This design comes from an exercise in tuning for small area on the open sky130 flow, not from production work.
Function was checked by simulation only, so behaviour that the tests miss may differ from the original.
The clock port is modelled as an ideal driver; clocking choices that lean on that would not hold on a real chip.

==> flow/design.v, too long to show whole: its modules and the start of the top module <==
// module clmul_top: 22 lines
// module Multiplier: 3779 lines
module clmul_top (
    input  wire         clk,
    input  wire [63:0]  a,
    input  wire [63:0]  b,
    output wire [127:0] p
);
  // ...
==> flow/flow/run.sh <==
#!/bin/bash
set -euo pipefail
W=$PWD
R=$W/orfs/results/$FLOW_PLATFORM/clmul_top/base
{ cat flow/synth_pre.tcl; sed '1s/-noshare /-noshare -noabc /' synth_recipe.tcl; } > my_synth.tcl
grep -q -- '-noshare -noabc' my_synth.tcl
sed "s#SYNTH_SCRIPT=[^ ]*#SYNTH_SCRIPT=$W/my_synth.tcl#" standard.sh > my_standard.sh
grep -q "SYNTH_SCRIPT=$W/my_synth.tcl" my_standard.sh
export FLOW_GATES_MAP=$W/flow/gates_map.v
bash my_standard.sh "$R/1_2_yosys.v" > synth.log 2>&1
python3 flow/absorb_inv.py "$R/1_2_yosys.v" "$W/absorbed.v" > absorb.log 2>&1
python3 flow/skew_clk.py "$W/absorbed.v" "$W/skewed.v" sky130_fd_sc_hd__clkbuf_2 > skew.log 2>&1
cp "$W/skewed.v" "$R/1_2_yosys.v"
export BUFFER_PORTS_ARGS="-buffer_cell sky130_fd_sc_hd__buf_1"
export CTS_ARGS="-sink_clustering_enable -repair_clock_nets -sink_clustering_size 8 -sink_clustering_max_diameter 70 -buf_list {sky130_fd_sc_hd__clkbuf_4 sky130_fd_sc_hd__clkbuf_8} -sink_buffer_max_cap_derate 0.2 -root_buf sky130_fd_sc_hd__clkbuf_16 -no_insertion_delay -dont_use_dummy_load"
bash my_standard.sh > layout.log 2>&1
==> flow/flow/absorb_inv.py <==
#!/usr/bin/env python3
"""Remove inverters from a mapped netlist by absorbing them into XOR/XNOR
gates: an inverter fed by an XOR/XNOR that drives nothing else flips that
gate (xor2 <-> xnor2); an inverter that drives only XOR/XNOR inputs flips
those gates instead. Usage: absorb_inv.py IN.v OUT.v"""
import re, sys
from collections import defaultdict

P = 'sky130_fd_sc_hd__'
FLIP = {P + 'xor2_1': (P + 'xnor2_1', 'Y'), P + 'xnor2_1': (P + 'xor2_1', 'X')}
OUTPIN = {P + 'xor2_1': 'X', P + 'xnor2_1': 'Y', P + 'inv_1': 'Y'}

src = open(sys.argv[1]).read()
inst_re = re.compile(r'^(\s*)(' + P + r'\w+)\s+(\S+)\s*\((.*?)\);\n', re.M | re.S)
pin_re = re.compile(r'\.(\w+)\(\s*((?:\\\S+ )|[^()\s]+)\s*\)')

cells = {}   # name -> [type, {pin: net}, span]
order = []
for m in inst_re.finditer(src):
    pins = dict((p, n.strip()) for p, n in pin_re.findall(m.group(4)))
    cells[m.group(3)] = [m.group(2), pins]
    order.append((m.start(), m.end(), m.group(3)))

rest = inst_re.sub('', src)
ext = set()
for line in re.findall(r'^\s*(?:input|output|inout|assign)\b[^;]*;', rest, re.M):
    for tok in re.findall(r'(\\\S+ |[A-Za-z_][\w$]*(?:\[\d+\])?)', line):
        ext.add(tok.strip())
def is_ext(n):
    return n in ext or n.split('[')[0] in ext

def build():
    drv = {}; loads = defaultdict(list)
    for c, (t, pins) in cells.items():
        for p, n in pins.items():
            if t in OUTPIN and p == OUTPIN[t] or (t not in OUTPIN and p in ('X', 'Y', 'Q', 'HI', 'LO', 'COUT', 'SUM')):
                drv[n] = (c, p)
            else:
                loads[n].append((c, p))
    return drv, loads

def flip(c):
    t, pins = cells[c]
    nt, nout = FLIP[t]
    out = pins.pop(OUTPIN[t])
    pins[nout] = out
    cells[c][0] = nt

removed = 0
changed = True
while changed:
    changed = False
    drv, loads = build()
    for c in list(cells):
        if c not in cells or cells[c][0] != P + 'inv_1': continue
        a = cells[c][1]['A']; y = cells[c][1]['Y']
        d = drv.get(a)
        # rule 1: driver is an XOR/XNOR whose only load is this inverter
        if d and cells[d[0]][0] in FLIP and len(loads[a]) == 1 and not is_ext(a):
            g = d[0]
            flip(g)
            cells[g][1][OUTPIN[cells[g][0]]] = y
            del cells[c]; removed += 1; changed = True
            break
        # rule 2: every load of the inverter is an XOR/XNOR input
        ls = loads[y]
        if ls and not is_ext(y) and all(cells[l][0] in FLIP and p in ('A', 'B') for l, p in ls):
            for l, p in ls:
                cells[l][1][p] = a
                flip(l)
            del cells[c]; removed += 1; changed = True
            break

def fmt(c):
    t, pins = cells[c]
    body = ',\n'.join('    .%s(%s)' % (p, n + (' ' if n.startswith('\\') else '')) for p, n in pins.items())
    return '  %s %s (\n%s\n  );\n' % (t, c, body)

out = []; pos = 0
for s, e, c in order:
    out.append(src[pos:s]); pos = e
    if c in cells: out.append(fmt(c))
out.append(src[pos:])
open(sys.argv[2], 'w').write(''.join(out))
left = sum(1 for t, _ in cells.values() if t == P + 'inv_1')
print('absorbed %d inverters, %d left' % (removed, left))
==> flow/flow/gates_map.v <==
// One sky130 cell per Yosys gate, no restructuring. AND and OR come out as
// NAND/NOR plus an inverter; absorb_inv.py later folds inverters into XORs.
module \$_NOT_ (input A, output Y);
  sky130_fd_sc_hd__inv_1 _TECHMAP_REPLACE_ (.A(A), .Y(Y));
endmodule
module \$_BUF_ (input A, output Y);
  sky130_fd_sc_hd__buf_1 _TECHMAP_REPLACE_ (.A(A), .X(Y));
endmodule
module \$_NAND_ (input A, B, output Y);
  sky130_fd_sc_hd__nand2_1 _TECHMAP_REPLACE_ (.A(A), .B(B), .Y(Y));
endmodule
module \$_NOR_ (input A, B, output Y);
  sky130_fd_sc_hd__nor2_1 _TECHMAP_REPLACE_ (.A(A), .B(B), .Y(Y));
endmodule
module \$_AND_ (input A, B, output Y);
  wire n;
  sky130_fd_sc_hd__nand2_1 g (.A(A), .B(B), .Y(n));
  sky130_fd_sc_hd__inv_1 i (.A(n), .Y(Y));
endmodule
module \$_OR_ (input A, B, output Y);
  wire n;
  sky130_fd_sc_hd__nor2_1 g (.A(A), .B(B), .Y(n));
  sky130_fd_sc_hd__inv_1 i (.A(n), .Y(Y));
endmodule
module \$_ANDNOT_ (input A, B, output Y);
  sky130_fd_sc_hd__and2b_1 _TECHMAP_REPLACE_ (.A_N(B), .B(A), .X(Y));
endmodule
module \$_ORNOT_ (input A, B, output Y);
  sky130_fd_sc_hd__or2b_1 _TECHMAP_REPLACE_ (.A(A), .B_N(B), .X(Y));
endmodule
module \$_XOR_ (input A, B, output Y);
  sky130_fd_sc_hd__xor2_1 _TECHMAP_REPLACE_ (.A(A), .B(B), .X(Y));
endmodule
module \$_XNOR_ (input A, B, output Y);
  sky130_fd_sc_hd__xnor2_1 _TECHMAP_REPLACE_ (.A(A), .B(B), .Y(Y));
endmodule
module \$_MUX_ (input A, B, S, output Y);
  sky130_fd_sc_hd__mux2_1 _TECHMAP_REPLACE_ (.A0(A), .A1(B), .S(S), .X(Y));
endmodule
==> flow/flow/skew_clk.py <==
#!/usr/bin/env python3
"""Clock the product registers (p_q) through one delay cell, so their clock
arrives a little after the operand registers' (a_q, b_q): useful skew for the
register-to-register paths through the multiplier. The paths from the inputs
and to the outputs are not helped by it (the output paths lose the skew).
Usage: skew_clk.py IN.v OUT.v CELL"""
import re, sys
src = open(sys.argv[1]).read()
cell = sys.argv[3]
pat = re.compile(r'(sky130_fd_sc_hd__dfxtp_\d+ \\p_q\[\d+\]\$_DFF_P_ \(\s*\.CLK\()clk(\))')
src, n = pat.subn(r'\1clk_skew\2', src)
assert n > 0
src, m = re.subn(r'^(\s*wire clk;\n)', r'\1  wire clk_skew;\n', src, count=1, flags=re.M)
assert m == 1
inst = '  %s clk_skew_dly (\n    .A(clk),\n    .X(clk_skew)\n  );\nendmodule' % cell
i = src.rindex('endmodule')
src = src[:i] + inst + src[i + len('endmodule'):]
open(sys.argv[2], 'w').write(src)
print('moved %d registers to the skewed clock through %s' % (n, cell))
==> flow/flow/synth_pre.tcl <==
# Prepended to synth_recipe.tcl: Yosys's synth runs without its own ABC pass,
# and ORFS's ABC mapping step is replaced by a one-to-one gate mapping, so the
# netlist keeps the gate structure the RTL spells out.
proc abc {args} {
  yosys techmap -map $::env(FLOW_GATES_MAP)
  yosys opt_clean
}
==> flow/standard.sh <==
#!/bin/bash
# synth_recipe.tcl (not shown) runs the flow's synth.tcl, then flattens the netlist and writes it again
# the make line also repeats each setting of config.mk as NAME=value (left out here)
make -C /OpenROAD-flow-scripts/flow DESIGN_CONFIG=/design/flow/config.mk WORK_HOME=/design/flow/orfs CLKGATE_MAP_FILE= SYNTH_SCRIPT=/design/flow/synth_recipe.tcl "${@:-finish}"
==> flow/config.mk <==
export PLATFORM = sky130hd
export DESIGN_NAME = clmul_top
export DESIGN_NICKNAME = clmul_top
export VERILOG_FILES = /design/flow/design.v
export SDC_FILE = /design/flow/constraint.sdc
export NUM_CORES = 4
export LEC_CHECK = 0
export CAP_MARGIN = 20
export CORE_MARGIN = 2
export CORE_UTILIZATION = 60
export CTS_BUF_LIST = sky130_fd_sc_hd__clkbuf_4
export CTS_CLUSTER_DIAMETER = 70
export CTS_CLUSTER_SIZE = 10
export GPL_TIMING_DRIVEN = 0
export PLACE_DENSITY = 0.8
export SETUP_SLACK_MARGIN = 0.3
export SLEW_MARGIN = 20
==> flow/constraint.sdc <==
create_clock -name core_clock -period 5.0 [get_ports {clk}]
set_input_delay 1.0000 -clock core_clock [delete_from_list [all_inputs] [get_ports {clk}]]
set_output_delay 1.0000 -clock core_clock [all_outputs]
set_load 0.01 [all_outputs]
==> run notes, run 1 <==
Layout area overhead 7.56%; Non-CTS inverters 2; cells along the critical path xor2_1, xor2_1, xor2_1, nand2_1, xor2_1, xor2_1, xor2_1, xor2_1, xor2_1, xor2_1, xor2_1; register area 5100 sq um; Hold Violations, Final 0; Critical R2R Launch b_q[20]$_DFF_P_; core area 50,200 sq um; # setup viols final 0; routed len/inst 23.6 microns; Hold Path Depth 2; Clock Skew 0.782 ns; count of nets after finishing 4,324; syn nets 4,032; worst-margin pin slew 1.27 ns; multi-input gates 3,644; max layer used met4; GRT met1 Usage 0.550; Largest register FFs 127; layout cell share with drive strength beyond 1 0.00930; critical path capture point type flop; Starting Density 0.609; dpl cell area 32,400 sq um; largest registers p_q (127), a_q (64), b_q (64); crit-path max FO 8; CP Data Required Time 6.03 ns; WP data arrival 5.47 ns; Detail Route Antenna Nets 0; FFs & Latches 255; total gr overflow 0; Avg Synthesized Cell Area 7.83 sq um; initial antenna violation count 1; Fillers 4,528; FMAX 225 MHz; worst skew pair latency 1.14 ns; commonest non-fill, non-tap cell in the layout xor2_1; slew margin rel. 0.149; status no timing/DRC/antenna violations
==> run 2, diff against run 1 <==
--- a/flow/flow/run.sh
+++ b/flow/flow/run.sh
@@ -13,4 +13,5 @@
 cp "$W/skewed.v" "$R/1_2_yosys.v"
 export BUFFER_PORTS_ARGS="-buffer_cell sky130_fd_sc_hd__buf_1"
-export CTS_ARGS="-sink_clustering_enable -repair_clock_nets -sink_clustering_size 8 -sink_clustering_max_diameter 70 -buf_list {sky130_fd_sc_hd__clkbuf_4 sky130_fd_sc_hd__clkbuf_8} -sink_buffer_max_cap_derate 0.2 -root_buf sky130_fd_sc_hd__clkbuf_16 -no_insertion_delay -dont_use_dummy_load"
+export CTS_ARGS="-sink_clustering_enable -repair_clock_nets -sink_clustering_size 8 -sink_clustering_max_diameter 70 -buf_list sky130_fd_sc_hd__clkbuf_4 -root_buf sky130_fd_sc_hd__clkbuf_16 -no_insertion_delay -dont_use_dummy_load"
+export POST_CTS_TCL=$W/flow/clk_slew.tcl
 bash my_standard.sh > layout.log 2>&1
==> flow/flow/clk_slew.tcl (new file) <==
set_propagated_clock [all_clocks]
estimate_parasitics -placement
set n 0
foreach inst [get_cells *] {
  if {[get_property $inst ref_name] ne "sky130_fd_sc_hd__clkbuf_4"} { continue }
  set pin [get_pins -of_objects $inst -filter "direction == output"]
  set s [get_property $pin slew_max]
  if {$s > 0.085} {
    replace_cell $inst [get_lib_cells sky130_fd_sc_hd__clkbuf_8]
    incr n
  }
}
puts "clk_slew.tcl: upsized $n clock buffers to clkbuf_8"
detailed_placement
check_placement -verbose
==> run 2 against run 1 <==
Fmax is 0.93% higher. Via count hardly changed. Core utilization is 0.16 points lower. Clock skew is 0.011 ns higher. Cell count is essentially flat. Area after synthesis stayed put. Still clean on timing, DRC and antenna. Highest routed layer unchanged. Non-clock buffer count unchanged. Largest cell class unchanged. Hold slack improved by 0.011 ns.
==> run notes, run 2 <==
Layout area overhead 7.31% (was 7.56%); via count 27,200 (was 27,183); # setup viols final 0 (unchanged); Critical R2R Launch b_q[20]$_DFF_P_ (unchanged); Slowest cell on crit path xor2_1 (unchanged); dpl cell area 32,400 sq um (unchanged); Largest Register p_q (unchanged); Starting Density 0.609 (unchanged); Syn Inst Count 3,903 (unchanged); Tot GR Track Use 0.424 (about the same); period utilization 0.881 (was 0.889); slew margin rel. 0.133 (was 0.149); cells along the critical path xor2_1, xor2_1, xor2_1, nand2_1, xor2_1, xor2_1, xor2_1, xor2_1, xor2_1, xor2_1, xor2_1 (unchanged); most used cell, CP xor2_1 (unchanged); CP Data Required Time 6.03 ns (about the same); commonest non-fill, non-tap cell in the layout xor2_1 (unchanged); vias in the first global route 25,590 (was 25,647); worst setup path startpoint b_q[20]$_DFF_P_ (unchanged); max-slew violation count 0 (unchanged); largest net degree at the start of global routing 17 (unchanged); Remaining DRCs 0 (unchanged); Clk pin slew, worst setup/hold paths 0.08 ns (about the same); Vias/cell 5.59 (about the same); WP data arrival 5.44 ns (was 5.47 ns); Detail Route Antenna Nets 0 (unchanged); FMAX 227 MHz (was 225 MHz); largest registers p_q (127), a_q (64), b_q (64) (unchanged); Clock Skew 0.794 ns (was 0.782 ns); Hold Violations, Final 0 (unchanged); count of nets after finishing 4,324 (unchanged); layout cell share with drive strength beyond 1 0.00930 (unchanged); worst skew pair latency 1.15 ns (was 1.14 ns); first-pass GRT wire length 165,000 microns (was 166,000 microns); Design Area, Final 32,800 sq um (was 32,900 sq um); crit-path max FO 8 (unchanged); DRT Wirelength 115,000 microns (about the same); io pins 257 (unchanged); initial antenna violation count 1 (unchanged); most frequent cells in the layout xor2_1, nand2_1, xnor2_1, dfxtp_1, buf_1 (unchanged); Hold Path Class flop to flop (unchanged); area of the mapped netlist 30,500 sq um (unchanged); site row count 82 (unchanged); worst-margin pin slew 1.30 ns (was 1.27 ns); Fillers 4,544 (was 4,528); placed cells 4,830 (unchanged); initial DRC count 3,445 (was 3,607); Max Cap Violations 0 (unchanged); Synth Warn # 1 (unchanged); CP Class flop to flop (unchanged); Post-Layout Cell Count 4,866 (was 4,865); CTS tree built (unchanged); Die Span Y 230 microns (unchanged); Avg Synthesized Cell Area 7.83 sq um (unchanged); RSZ-0062 raised after global routing no (unchanged); core area 50,200 sq um (unchanged); Largest register FFs 127 (unchanged); crit-path max cell delay 1.01 ns (was 1.05 ns); syn nets 4,032 (unchanged); die span in x 230 microns (unchanged); die footprint 52,700 sq um (unchanged); routed len/inst 23.6 microns (about the same); Placer Congestion 1.06 (unchanged); IO buf count 255 (unchanged); status no timing/DRC/antenna violations (unchanged); setup TNS 0 ns (unchanged); Hold Path Origin b_q[63]$_DFF_P_ (unchanged); critical path capture point type flop (unchanged); crit path time final 4.40 ns (was 4.45 ns); hpwl dp 92,100 microns (unchanged); WHS 0.163 ns (was 0.152 ns); Worst setup SP type flop (unchanged); total gr overflow 0 (unchanged); total iterations of the first detailed-routing run 6 (was 7)
[run 2: cell type report]
cell class	count	area (sq um)	share of cell area
clock buffers	34	409	0.0125
well taps	672	841	0.0256
inverters	2	7.51	0.000229
repair buffers	256	965	0.0294
multi-input cells	3644	25400	0.776
plain buffers	2	12.5	0.000382
flip-flops and latches	255	5100	0.156
diodes	1	2.50	0.0000763
[run 2: critical path, delay by kind of cell, from the launching register on]
family	cells	cell delay (ns)
XOR/XNOR	10	4.12
flip-flops	1	0.77
AND/OR/NAND/NOR	1	0.15
[run 2: final timing paths]
| check | to | slack (ns) | cells past startpoint |
|---|---|---|---|
| setup / recovery | p_q[63]$_DFF_P_ | 0.60 | 11 |
| hold / removal | p_q[126]$_DFF_P_ | 0.16 | 2 |
| setup reg to reg | p_q[63]$_DFF_P_ | 0.60 | 11 |
| hold reg to reg | p_q[126]$_DFF_P_ | 0.16 | 2 |
[run 2: metal layers]
metal	GRT usage	up-vias	part of all wire
met5	0	-	0
met4	0.258	0	0.071
met3	0.106	422	0.12
met2	0.627	1842	0.42
met1	0.553	12612	0.39
li1	-	12324	-
[run 2: per-stage QoR]
step | util | setup slack [ns]
2_1_floorplan | - | 1.79
3_3_place_gp | 0.645 | -0.369
3_5_place_dp | 0.645 | 0.0578
5_1_grt | 0.653 | 0.586
6_report | 0.653 | 0.596

-- separate check: timing with driven ports --
Ports are ideal in the flow. The routed layouts listed here were re-timed in OpenROAD.
Step 1, drivers: a clkbuf_16 drives clk and a buf_2 each remaining input, both assumed.
Step 2, shift: input delay + t, output delay - t, t = (earliest + latest rising clock arrival at the registers) / 2. This alone moves slack from input paths to output paths.
Slacks: ideal ports / drivers / drivers and shift; pairs: ideal ports / drivers.
| run | t (ns) | slack for setup (ns) | latest minus earliest clock arrival (ns) | worst register clock-pin slew, ns | worst data-port slew with drivers (ns) |
|---|---|---|---|---|---|
| run 1 | 0.801 | 0.555 / 0.555 / 0.555 | 0.783 / 0.782 | 0.12 / 0.12 | 0.04 |
| run 2 | 0.803 | 0.596 / 0.596 / 0.596 | 0.794 / 0.794 | 0.12 / 0.12 | 0.04 |
Clock arrivals are far apart in run 1 and run 2, so t is only a midpoint there and step 2 fits no single register.
